From an optimization exercise on the open Yosys and OpenROAD flow, aimed at a short achievable clock period and few clock cycles; shortcuts taken in it are not production practice. Function was not checked in any run shown here: the RTL went through the layout flow alone.

`flow/design.v`:
```
module cpu (
    input  logic       CLOCK
  , input  logic       RESET
  , input  logic [7:0] read_bus
  , output logic [3:0] ctrl_bus
  , output logic [7:0] addr_bus
  , output logic [7:0] write_bus
  , output logic [7:0] OUT
);
  logic [7:0] a, sp, last;
  logic       fc, fz, fs, fo, fu;
  logic [7:0] addr_q, wd_q;
  logic       wr_q;
  logic [7:0] fp;             
  logic [7:0] hd;             
  logic [7:0] hd1, hd2;       
  logic [4:0] hdw1;           
  logic [7:0] q [0:3];        
  logic [2:0] qn;             
  logic       pv;             
  logic       rv;             
  logic       ph;             
  logic       whit;           
  localparam logic [1:0] S_DEC = 2'd0, S_A1 = 2'd1, S_A2 = 2'd2, S_A3 = 2'd3;
  logic [1:0] st;
  logic       i_add, i_cmp, i_push, i_pop, i_dsta, i_dstsp, i_r1, i_r2, i_w, i_wimm;
  logic [7:0] i_x, i_y, i_r2addr, i_db;
  assign addr_bus  = addr_q;
  assign write_bus = wd_q;
  assign ctrl_bus  = {2'b00, wr_q, 1'b0};
  assign OUT       = a;
  logic [7:0] vq [0:4];
  always_comb begin
    for (int i = 0; i < 5; i++) begin
      if (i < 4 && 3'(i) < qn) vq[i] = q[i[1:0]];
      else vq[i] = read_bus;
    end
  end
  logic [2:0] avail;
  assign avail = qn + {2'b00, rv};
  logic [7:0] o;
  assign o = vq[0];
  logic d_mac, d_add, d_cmp, d_push, d_pop, d_jmp, d_jcc, d_nop, d_hlt;
  always_comb begin
    d_mac  = ~(o[7] & o[6]);
    d_add  = o[7:6] == 2'b01;
    d_cmp  = o[7:6] == 2'b10;
    d_push = o[7:3] == 5'b11000;
    d_pop  = o[7:3] == 5'b11001;
    d_jmp  = o == 8'b11010000;
    d_jcc  = o[7:4] == 4'b1110;
    d_nop  = o == 8'b11111110;
    d_hlt  = o[7:6] == 2'b11 & ~(d_push | d_pop | d_jmp | d_jcc | d_nop);
  end
  logic [2:0] sm, dm;
  assign sm = o[2:0];
  assign dm = d_pop ? o[2:0] : o[5:3];
  logic has_sb, has_db, d_r1, d_r2, d_w, d_wimm, d_dsta, d_dstsp;
  always_comb begin
    has_sb  = (d_mac | d_push) & sm[1];
    has_db  = (d_mac | d_pop) & (dm[1:0] == 2'b10);
    d_r1    = ((d_mac | d_push) & (sm[1:0] == 2'b01 | sm[1:0] == 2'b10)) | d_pop;
    d_r2    = (d_add | d_cmp) & (dm[1:0] == 2'b01 | dm[1:0] == 2'b10);
    d_wimm  = has_db;
    d_w     = d_wimm | ((d_mac | d_pop) & dm == 3'b101) | d_push;
    d_dsta  = (d_mac | d_pop) & dm == 3'b000;
    d_dstsp = (d_mac | d_pop) & dm == 3'b100;
  end
  logic [1:0] nb;
  logic [2:0] need;
  logic [1:0] cons_n;
  always_comb begin
    if (d_jmp | d_jcc) nb = 2'd1;
    else if (d_hlt | d_nop) nb = 2'd0;
    else nb = {1'b0, has_sb} + {1'b0, has_db};
    need   = {2'b00, ~ph} + {1'b0, nb};
    if (need == 3'd0) need = 3'd1;
    cons_n = d_hlt ? {1'b0, ~ph} : ({1'b0, ~ph} + nb);
  end
  logic [7:0] sb, db;
  always_comb begin
    sb = ph ? vq[0] : vq[1];
    case ({~ph, has_sb})
      2'b00:   db = vq[0];
      2'b01,
      2'b10:   db = vq[1];
      default: db = vq[2];
    endcase
  end
  logic [7:0] dx, dy;
  always_comb begin
    if (dm[1:0] == 2'b00) dx = dm[2] ? sp : a;
    else dx = 8'd0;
    if (sm[1:0] == 2'b00) dy = sm[2] ? sp : a;
    else dy = sb;
  end
  logic taken, cbase;
  always_comb begin
    case (o[3:1])
      3'd0: cbase = fo;
      3'd1: cbase = fc;
      3'd2: cbase = fz;
      3'd3: cbase = fc | fz;
      3'd4: cbase = fs;
      3'd5: cbase = 1'b0;
      3'd6: cbase = fs ^ fo;
      default: cbase = fz | (fs ^ fo);
    endcase
    taken = d_jmp | (d_jcc & ((o[3:1] == 3'd5) | (cbase ^ o[0])));
  end
  logic go;
  assign go = (st == S_DEC) & ~whit & (avail >= need);
  logic ex_dec, ex_a3, ex;
  assign ex_dec = go & (d_mac | d_push | d_pop) & ~d_r1 & ~d_r2;
  assign ex_a3  = st == S_A3;
  assign ex     = ex_dec | ex_a3;
  logic e_add, e_cmp, e_push, e_pop, e_dsta, e_dstsp, e_w, e_wimm;
  logic [7:0] e_x, e_y;
  always_comb begin
    if (st == S_A3) begin
      e_add = i_add; e_cmp = i_cmp; e_push = i_push; e_pop = i_pop;
      e_dsta = i_dsta; e_dstsp = i_dstsp; e_w = i_w; e_wimm = i_wimm;
      e_x = i_r2 ? read_bus : i_x;
      e_y = (i_r1 & ~i_r2) ? read_bus : i_y;
    end else begin
      e_add = d_add; e_cmp = d_cmp; e_push = d_push; e_pop = d_pop;
      e_dsta = d_dsta; e_dstsp = d_dstsp; e_w = d_w; e_wimm = d_wimm;
      e_x = dx;
      e_y = dy;
    end
  end
  logic [7:0] yy, sum, res;
  logic       c8, s8;
  logic       n_c, n_z, n_s, n_o, n_u;
  always_comb begin
    yy = e_cmp ? ~e_y : e_y;
    {c8, sum} = {1'b0, e_x} + {1'b0, yy} + {8'd0, e_cmp};
    s8 = e_x[7] ^ yy[7] ^ c8;
    n_c = e_cmp ? (c8 & (e_y != 8'd0)) : c8;
    n_z = sum == 8'd0;
    n_s = sum[7];
    n_o = ~s8 & sum[7];
    n_u = s8 & ~sum[7];
    res = e_add ? sum : e_cmp ? last : e_y;
  end
  logic [7:0] sp_inc, sp_dec;
  assign sp_inc = sp + 8'd1;
  assign sp_dec = sp - 8'd1;
  function automatic logic near_hd(input logic [7:0] x, input logic [7:0] h, input logic [4:0] h1);
    logic ram, nr;
    ram = x[7] | (x[6] & x[5]);
    nr = (x[7:3] == h[7:3]) | (x[7:3] == h1);
    near_hd = ram & nr;
  endfunction
  logic [7:0] e_waddr;
  logic       e_whit;
  always_comb begin
    logic [7:0] wdb;
    wdb = (st == S_A3) ? i_db : db;
    if (e_wimm) begin
      e_waddr = wdb;
      e_whit  = near_hd(wdb, hd, hdw1);
    end else if (e_push) begin
      e_waddr = sp_dec;
      e_whit  = near_hd(sp_dec, hd, hdw1);
    end else if (e_pop) begin
      e_waddr = sp_inc;
      e_whit  = near_hd(sp_inc, hd, hdw1);
    end else begin
      e_waddr = sp;
      e_whit  = near_hd(sp, hd, hdw1);
    end
  end
  logic       rq, rq_w;
  logic [7:0] rq_addr;
  always_comb begin
    rq = 1'b0; rq_w = 1'b0; rq_addr = 8'd0;
    if (go & d_r1) begin
      rq = 1'b1;
      if (d_pop) rq_addr = sp;
      else if (sm[1:0] == 2'b10) rq_addr = sb;
      else rq_addr = sm[2] ? sp : a;
    end else if (go & d_r2) begin
      rq = 1'b1;
      if (dm[1:0] == 2'b10) rq_addr = db;
      else rq_addr = dm[2] ? sp : a;
    end else if (st == S_A1 & i_r1 & i_r2) begin
      rq = 1'b1;
      rq_addr = i_r2addr;
    end else if (ex & e_w) begin
      rq = 1'b1; rq_w = 1'b1;
      rq_addr = e_waddr;
    end
  end
  logic [1:0] consumed;
  assign consumed = go ? cons_n : 2'd0;
  logic jflush;
  assign jflush = go & taken;
  logic [7:0] target;
  assign target = (ph ? hd1 : hd2) + sb;
  logic [7:0] hd_after;
  always_comb begin
    case (consumed)
      2'd0: hd_after = hd;
      2'd1: hd_after = hd1;
      2'd2: hd_after = hd2;
      default: hd_after = hd + 8'd3;
    endcase
    if (jflush) hd_after = target;
  end
  logic flush;
  assign flush = jflush | whit;
  logic fetch_room;
  assign fetch_room = ({1'b0, qn} + {3'b000, rv} + {3'b000, pv} < 4'd4) | (go & ~ph);
  logic [7:0] qs [0:3];
  always_comb begin
    for (int i = 0; i < 4; i++) begin
      case (consumed)
        2'd0: qs[i] = vq[i];
        2'd1: qs[i] = vq[i + 1];
        2'd2: qs[i] = vq[i + 2];
        default: qs[i] = (i < 2) ? vq[i + 3] : read_bus;
      endcase
    end
  end
  always_ff @(posedge CLOCK) begin
    if (RESET) begin
      a <= 8'd0; sp <= 8'h80; last <= 8'd0;
      fc <= 1'b0; fz <= 1'b0; fs <= 1'b0; fo <= 1'b0; fu <= 1'b0;
      addr_q <= 8'd0; wd_q <= 8'd0; wr_q <= 1'b0;
      fp <= 8'd1; hd <= 8'd0; hd1 <= 8'd1; hd2 <= 8'd2; hdw1 <= 5'd1;
      qn <= 3'd0; pv <= 1'b1; rv <= 1'b0; ph <= 1'b0; whit <= 1'b0;
      st <= S_DEC;
      for (int i = 0; i < 4; i++) q[i] <= 8'd0;
      i_add <= 1'b0; i_cmp <= 1'b0; i_push <= 1'b0; i_pop <= 1'b0;
      i_dsta <= 1'b0; i_dstsp <= 1'b0; i_r1 <= 1'b0; i_r2 <= 1'b0; i_w <= 1'b0; i_wimm <= 1'b0;
      i_x <= 8'd0; i_y <= 8'd0; i_r2addr <= 8'd0; i_db <= 8'd0;
    end else begin
      for (int i = 0; i < 4; i++) q[i] <= qs[i];
      qn <= flush ? 3'd0 : (avail - {1'b0, consumed});
      rv <= pv & ~flush;
      hd <= hd_after;
      hd1 <= hd_after + 8'd1;
      hd2 <= hd_after + 8'd2;
      hdw1 <= hd_after[7:3] + 5'd1;
      whit <= rq_w & e_whit;
      if (rq) begin
        addr_q <= rq_addr;
        wr_q   <= rq_w;
        if (rq_w) wd_q <= res;
        pv     <= 1'b0;
        if (whit) fp <= hd;
        else if (jflush) fp <= target;
      end else if (whit) begin
        addr_q <= hd;
        wr_q   <= 1'b0;
        pv     <= 1'b1;
        fp     <= hd1;
      end else if (jflush) begin
        addr_q <= target;
        wr_q   <= 1'b0;
        pv     <= 1'b1;
        fp     <= target + 8'd1;
      end else if (fetch_room) begin
        addr_q <= fp;
        wr_q   <= 1'b0;
        pv     <= 1'b1;
        fp     <= fp + 8'd1;
      end else begin
        wr_q   <= 1'b0;
        pv     <= 1'b0;
      end
      if (go) ph <= d_hlt;
      if (go & (d_jmp | d_jcc | d_nop | d_hlt)) last <= 8'd0;
      if (ex) begin
        last <= res;
        if (e_dsta) a <= res;
        if (e_dstsp) sp <= res;
        else if (e_push) sp <= sp_dec;
        else if (e_pop) sp <= sp_inc;
        if (e_add | e_cmp) begin
          fc <= n_c; fz <= n_z; fs <= n_s; fo <= n_o; fu <= n_u;
        end
      end
      case (st)
        S_DEC: if (go & (d_r1 | d_r2)) begin
          st <= S_A1;
          i_add <= d_add; i_cmp <= d_cmp; i_push <= d_push; i_pop <= d_pop;
          i_dsta <= d_dsta; i_dstsp <= d_dstsp; i_w <= d_w; i_wimm <= d_wimm;
          i_r1 <= d_r1; i_r2 <= d_r2;
          i_x <= dx; i_y <= dy; i_db <= db;
          i_r2addr <= (dm[1:0] == 2'b10) ? db : (dm[2] ? sp : a);
        end
        S_A1: st <= (i_r1 & i_r2) ? S_A2 : S_A3;
        S_A2: begin
          i_y <= read_bus;
          st <= S_A3;
        end
        default: st <= S_DEC;
      endcase
    end
  end
endmodule
```
`flow/constraint.sdc`:
```
create_clock -name core_clock -period 4.0 [get_ports {CLOCK}]
set_input_delay 0.8000 -clock core_clock [delete_from_list [all_inputs] [get_ports {CLOCK}]]
set_output_delay 0.8000 -clock core_clock [all_outputs]
set_load 0.01 [all_outputs]
```
`flow/config.mk`:
```
export PLATFORM = sky130hd
export DESIGN_NAME = cpu
export DESIGN_NICKNAME = cpu
export VERILOG_FILES = /design/flow/design.v
export SDC_FILE = /design/flow/constraint.sdc
export NUM_CORES = 4
export LEC_CHECK = 0
export CAP_MARGIN = 20
export CORE_MARGIN = 2
export CORE_UTILIZATION = 40
export SLEW_MARGIN = 20
```
`flow/run.sh`:
```
#!/bin/bash
# synth_recipe.tcl (not shown) runs the flow's synth.tcl, then flattens the netlist and writes it again
# the make line also repeats each setting of config.mk as NAME=value (left out here)
make -C /OpenROAD-flow-scripts/flow DESIGN_CONFIG=/design/flow/config.mk WORK_HOME=/design/flow/orfs CLKGATE_MAP_FILE= SYNTH_SCRIPT=/design/flow/synth_recipe.tcl finish
```
==> results of run 1 <==
==> tightest hold or removal path: stages (launching register included) <==
cell,delay (ns)
dfxtp_1,0.31
nand2_1,0.05
a21oi_1,0.05
==> cell families after synthesis <==
kind of cell | count (synthesis) | share of synthesized area (%)
mux | 127 | 11.3
other cells | 1 | 0.0301
compound gates | 472 | 25.9
buf+inv | 173 | 5.76
fa+ha+maj | 46 | 4.81
flops | 164 | 26.4
xor+xnor | 83 | 5.90
simple gates | 537 | 19.9
==> cells in the mapped netlist, types with 38 or more instances <==
cell / n
mux2i_1: 71
nand2_1: 190
dfxtp_1: 164
inv_1: 48
o21ai_0: 73
clkbuf_1: 85
mux2_2: 41
a21oi_1: 130
ha_1: 43
nor2_1: 175
xnor2_1: 56
nand3_1: 38
==> repair_timing <==
item                                   in CTS  in global routing
gates cloned                                4                  7
setup endpoints to repair                 164                164
pin swaps                                  21                 72
resized for setup                          92                217
buffers inserted                           21                 46
endpoints found under the hold margin       0                  0
==> path summary, 6_finish.rpt <==
path	cells past startpoint	slack, ns	endpoint	from
setup / recovery	27	-1.41	fp[7]	qn[1]
setup reg to reg	27	-1.41	fp[7]	qn[1]
hold / removal	2	0.45	i_db[6]	i_db[6]
hold reg to reg	2	0.45	i_db[6]	i_db[6]
==> layer usage <==
metal / wire length [um] / up-vias
li1: - / 6548
met1: 21800 / 6832
met2: 24500 / 621
met3: 3630 / 145
met4: 1890 / 2
met5: 13 / -
==> stage by stage <==
| stage | TNS [ns] | instances | setup WS (ns) | cell area [um2] |
|---|---|---|---|---|
| 3_5_place_dp | -241.75 | 2277 | -1.95 | 16100 |
| 5_1_grt | -175.03 | 2377 | -1.53 | 18600 |
| 4_1_cts | -117.75 | 2334 | -1.29 | 17300 |
| 3_3_place_gp | -227.85 | 2277 | -1.82 | 16100 |
| 2_1_floorplan | -118.94 | 1605 | -1.52 | 13300 |
| 6_report | -154.54 | 2377 | -1.41 | 18600 |
==> layout make-up <==
class	instances	area share [%]
clock buffer	17	2.29
tap	396	2.67
sequential	164	17.7
inverter	52	1.09
timing repair buffer	463	21.9
multi-input combinational	1270	53.5
clock inverter	15	0.855
==> qor.csv, run 1 <==
stage;metric;value;unit
clocking;Clock Latency Late Sink;0.46;ns
floorplanning;row count;64;
synth;Seq cells post-synth;164;
status;status;failed layout checks;
clocking;clock tree from TritonCTS;done;
finish;Final #Nets;2024;
drt;Post-Route WL;51800;um
timing;Tcrit/Tclk final;135;%
synth;top-area cell type share of the netlist area;26.4;%
setup_path;CP max-delay cell;or3_1;
setup_path;Top delay family on crit path;compound AO/OA/AOI/OAI gates;
timing;hold_ws;0.451;ns
synth;yosys warns;4;
synth;ys async rst share;0;%
floorplanning;Die ar.;0.0325;mm2
timing;Worst-Margin Slew;0.915;ns
clocking;Worst-path clk slew;0.07;ns
finish;ANT cells;0;
drt;DR iter-0 viols;1473;
synth;Syn Std Cell Area;0.0124;mm2
drt;antenna-violating nets left;0;
drt;via count;14100;
timing;Setup Viol. Count Final;164;
setup_path;worst stage delay on the critical path;0.38;ns
setup_path;critical path class;register to register;
global_routing;first-pass GRT wire length;76100;um
setup_path;crit path buf inv count;8;
finish;Multi-input gate area;0.00995;mm2
clocking;CTS Buf Count;17;
drt;DRC Markers;0;
synth;Post-Syn Instances;1603;
synth;sequential share of the synthesized area;26.4;%
placement;Port Buffers;34;
finish;max reg flops;32;
synth;Synth cell types;103;
global_routing;Most Crowded Layer GR;met2;
finish;Reg area;0.00329;mm2
timing;Final Max Slew Viols;0;
setup_path;Startpoint Class;register;
global_routing;GR met3 Demand/Resource;5.11;%
global_routing;met2 Resource Use GR;50.0;%
timing;fin crit period;5.41;ns
global_routing;met1 Use GR;38.6;%
synth;leading area contributor after synthesis;dfxtp_1;
timing;Fmax;185;MHz
drt;WL/cell;21.8;um
floorplanning;Initial Utilization;40.7;%
finish;final core utilization;60.8;%
clocking;# clock sinks;164;
placement;DP HPWL;37100;um
finish;most frequent cells in the layout;buf_4 (349), dfxtp_1 (162), nand2_1 (160), nor2_1 (144), a21oi_1 (89);
setup_path;Critical Path RT;4.34;ns
synth;Main synth FF type;dfxtp_1;
timing;final hold viol count;0;
drt;Pre-antenna DRT Iters;8;
floorplanning;# IOs;38;
floorplanning;core region area;0.0306;mm2
synth;Post-synth EDFFs;0;
global_routing;largest net degree at the start of global routing;58;
timing;RSZ-0062 raised after global routing;yes;
clocking;CTS Hold Buffers Added;0;
clocking;Longest Clk Path Bufs;2;
global_routing;Tot GR Track Use;29.6;%
global_routing;vias in the first global route;13300;
finish;layout cell share with drive strength beyond 1;39.6;%
flow_run;Max Cap Violations;0;
placement;RePlAce Congestion;0.962;
setup_path;Worst Path Max Fanout;6;
clocking;clk root buf;clkbuf_16;
global_routing;initial antenna violation count;1;
timing;Clock Skews;0.0158;ns
global_routing;aggregate global routing overflow;0;
finish;most flop-heavy register;q;
timing;Slew Limit Headroom;39.0;%
drt;detail-routed via count per cell;5.95;
finish;Area Growth Syn to Fin;49.5;%
floorplanning;Die Ht;180;um
setup_path;WP data arrival;5.75;ns
finish;commonest non-fill, non-tap cell in the layout;buf_4;
floorplanning;Die W;180;um
worst_hold_path;worst min path class;register to register;
synth;dominant cells by area after synthesis;dfxtp_1 (26%), nand2_1 (5.7%), mux2i_1 (5.7%);
clocking;H-tree Lvls;4;
synth;Avg Cell Area, Syn;7.76;um2
setup_path;crit end category;register;
timing;final worst setup slack;-1.41;ns
finish;Filler cells;2663;
status;SO Faults;negative setup slack;
==> run 2: changes to the inputs <==
--- a/flow/config.mk
+++ b/flow/config.mk
@@ -5,7 +5,9 @@
 export SDC_FILE = /design/flow/constraint.sdc
 export NUM_CORES = 4
 export LEC_CHECK = 0
+export ABC_CLOCK_PERIOD_IN_PS = 2000
 export CAP_MARGIN = 20
 export CORE_MARGIN = 2
 export CORE_UTILIZATION = 40
+export SETUP_SLACK_MARGIN = 2.0
 export SLEW_MARGIN = 20
==> run 2 against run 1 <==
  * Still fails the layout checks on negative setup slack
  * Final area decreased by 4.9%
  * Global-route usage about the same
  * Worst hold slack improved by 0.0043 ns
  * Sequential share of layout area increased by 0.90 points
  * Synthesized area unchanged
  * Register-to-register slack improved by 0.09 ns
  * Critical path depth decreased by 2
==> qor.csv, run 2 <==
stage;metric;value;unit
status;status;failed layout checks;
status;SO Faults;negative setup slack;
synth;sequential share of the synthesized area;26.4;%
setup_path;Top delay family on crit path;compound AO/OA/AOI/OAI gates;
floorplanning;Initial Utilization;40.7;%
timing;final hold viol count;0;
placement;Port Buffers;34;
setup_path;WP data arrival;5.66;ns
synth;leading area contributor after synthesis;dfxtp_1;
synth;synth cell count leaders;nand2_1 (190), nor2_1 (175), dfxtp_1 (164);
timing;Worst-Margin Slew;0.886;ns
drt;antenna-violating nets left;0;
drt;DRC Markers;0;
synth;Synth Area in Compound Gates;25.9;%
finish;layout cell share with drive strength beyond 1;35.0;%
global_routing;vias in the first global route;13300;
synth;top-area cell type share of the netlist area;26.4;%
drt;Post-Route WL;49700;um
synth;Main synth FF type;dfxtp_1;
setup_path;cell count along the critical path;25;
synth;yosys warns;4;
flow_run;Max Cap Violations;0;
finish;ANT cells;0;
floorplanning;Die ar.;0.0325;mm2
setup_path;crit end category;register;
drt;WL/cell;21.1;um
synth;count leader, synth;nand2_1;
global_routing;aggregate global routing overflow;0;
finish;Area Growth Syn to Fin;42.1;%
setup_path;worst stage delay on the critical path;0.38;ns
timing;final worst setup slack;-1.32;ns
global_routing;first-pass GRT wire length;76100;um
setup_path;Startpoint Class;register;
finish;Filler cells;2771;
synth;largest family of logic cells by synthesized area;compound AO/OA/AOI/OAI gates;
floorplanning;core region area;0.0306;mm2
clocking;CTS Hold Buffers Added;0;
worst_hold_path;worst hold path depth;2;
setup_path;Critical Path RT;4.34;ns
finish;max reg flops;32;
drt;DR iter-0 viols;1249;
timing;Slew Limit Headroom;40.9;%
floorplanning;Die Ht;180;um
floorplanning;Die W;180;um
global_routing;Tot GR Track Use;29.6;%
placement;RePlAce Congestion;0.962;
synth;Seq cells post-synth;164;
timing;Clock Skews;0.0147;ns
synth;dominant cells by area after synthesis;dfxtp_1 (26%), nand2_1 (5.7%), mux2i_1 (5.7%);
synth;Synth cell types;103;
timing;fin crit period;5.32;ns
setup_path;Worst Path Max Fanout;6;
timing;Setup Viol. Count Final;164;
drt;detail-routed via count per cell;5.89;
clocking;CTS Buf Count;17;
timing;setup TNS;-130.52;ns
timing;RSZ-0062 raised after global routing;yes;
synth;Syn Std Cell Area;0.0124;mm2
finish;commonest non-fill, non-tap cell in the layout;buf_4;
finish;most flop-heavy register;q;
placement;DP HPWL;37100;um
timing;Tcrit/Tclk final;133;%
synth;mux cell area share after synthesis;11.3;%
finish;Reg area;0.00329;mm2
clocking;Longest Clk Path Bufs;2;
setup_path;CP most frequent cell;ha_4;
synth;xor-xnor portion of the synthesized cell area;5.90;%
synth;Avg Cell Area, Syn;7.76;um2
timing;Fmax;188;MHz
finish;Final #Nets;1997;
synth;Synth Area in Adders;4.81;%
floorplanning;row count;64;
drt;Pre-antenna DRT Iters;6;
timing;Final Max Slew Viols;0;
setup_path;CP max-delay cell;or3_1;
synth;simple-gate area share of the yosys netlist;19.9;%
global_routing;initial antenna violation count;1;
setup_path;worst-case reg-to-reg path depth;25;
synth;Post-synth EDFFs;0;
clocking;clk root buf;clkbuf_16;
worst_hold_path;worst min path class;register to register;
clocking;# clock sinks;164;
finish;Multi-input gate area;0.00945;mm2
setup_path;critical path class;register to register;
floorplanning;# IOs;38;
synth;ys async rst share;0;%
synth;Post-Syn Instances;1603;
setup_path;crit path buf inv count;4;
global_routing;largest net degree at the start of global routing;58;
drt;via count;13800;
clocking;clock tree from TritonCTS;done;
clocking;Worst-path clk slew;0.08;ns
clocking;Clock Latency Late Sink;0.46;ns
clocking;H-tree Lvls;4;
finish;most frequent cells in the layout;buf_4 (365), nand2_1 (175), dfxtp_1 (162), nor2_1 (160), a21oi_1 (107);
## run 2: cell counts after synthesis
No cell type changed its count.
## run 2: per-layer routing
metal	vias up	routed length [um]	GRT usage [%]
met4	2	1440	8.32
met3	105	3690	5.11
met2	595	23400	50.0
li1	6493	-	-
met5	-	14	0
met1	6645	21100	38.7
## run 2: path summary, 6_finish.rpt
kind | from | to | slack, ns
max | qn[1] | hd1[6] | -1.32
min | i_x[5] | i_x[5] | 0.46
max reg2reg | qn[1] | hd1[6] | -1.32
min reg2reg | i_x[5] | i_x[5] | 0.46
## run 2: worst reg2reg max path, delay by kind of cell, from the launching register on
family                     cells  cell delay [ns]
AOI/OAI and AO/OA              6             1.28
adders and majority gates      5             1.09
muxes                          4             1.10
buffers and inverters          4             0.53
and+or+nand+nor                6             0.86
DFF                            1             0.35
## run 2: cell type report
type,count,share of cell area [%]
Sequential cell,164,18.6
Inverter,52,1.15
Clock buffer,17,2.41
Clock inverter,15,0.899
Timing Repair Buffer,438,20.7
Multi-Input combinational cell,1268,53.4
Tap cell,396,2.80
## run 2: cells by family after synthesis
logic type	Yosys count
simple gates	537
compound gates	472
buf+inv	173
flops	164
mux	127
xor+xnor	83
fa+ha+maj	46
other cells	1
## run 2: metrics by stage
| step | setup WS [ns] | hold slack (ns) | instances | cell area [um2] | util, % |
|---|---|---|---|---|---|
| after global placement | -1.82 | 0.441 | 2277 | 16100 | 52.8 |
| after CTS | -1.29 | 0.456 | 2334 | 17300 | 56.6 |
| after global routing | -1.52 | 0.473 | 2350 | 17700 | 57.8 |
| after detailed placement | -1.95 | 0.447 | 2277 | 16100 | 52.8 |
| final | -1.32 | 0.456 | 2350 | 17700 | 57.8 |
| after floorplan | -1.52 | 0.431 | 1605 | 13300 | - |
## run 2: repair_timing
action / in CTS / in global routing
gates resized for setup: 107 / 61
endpoints found under the setup margin: 189 / 180
gates cloned: 4 / 1
setup buffers: 21 / 15
pin swaps: 21 / 13

separate check: timing with driven ports:
Ports are ideal in the flow. The routed layouts listed here were re-timed in OpenROAD.
Step 1 (the two cells are an assumption about what drives the block):
set clk [get_ports {CLOCK}]
set_driving_cell -lib_cell sky130_fd_sc_hd__clkbuf_16 $clk
set_driving_cell -lib_cell sky130_fd_sc_hd__buf_2 [delete_from_list [all_inputs] $clk]
Step 2 moves the port delays by t, midway between the first and last clock arrival at a register: inputs arrive t later, outputs are due t later. That takes back most of the time a late clock gives input paths.
Three values: ideal, step 1, step 2; two values: the first two.
run | t (ns) | setup slack, ns | worst setup path after step 2 | worst slew at a driven data input, ns | pins driven straight from the clock port
run 1 | 0.502 | -1.409 / -1.409 / -1.818 | input to register | 0.03 | 1
run 2 | 0.503 | -1.319 / -1.319 / -1.778 | input to register | 0.03 | 1
The setup slack of run 2, which loses most, moves by 0.000 ns with the drivers and by -0.459 ns with both steps.
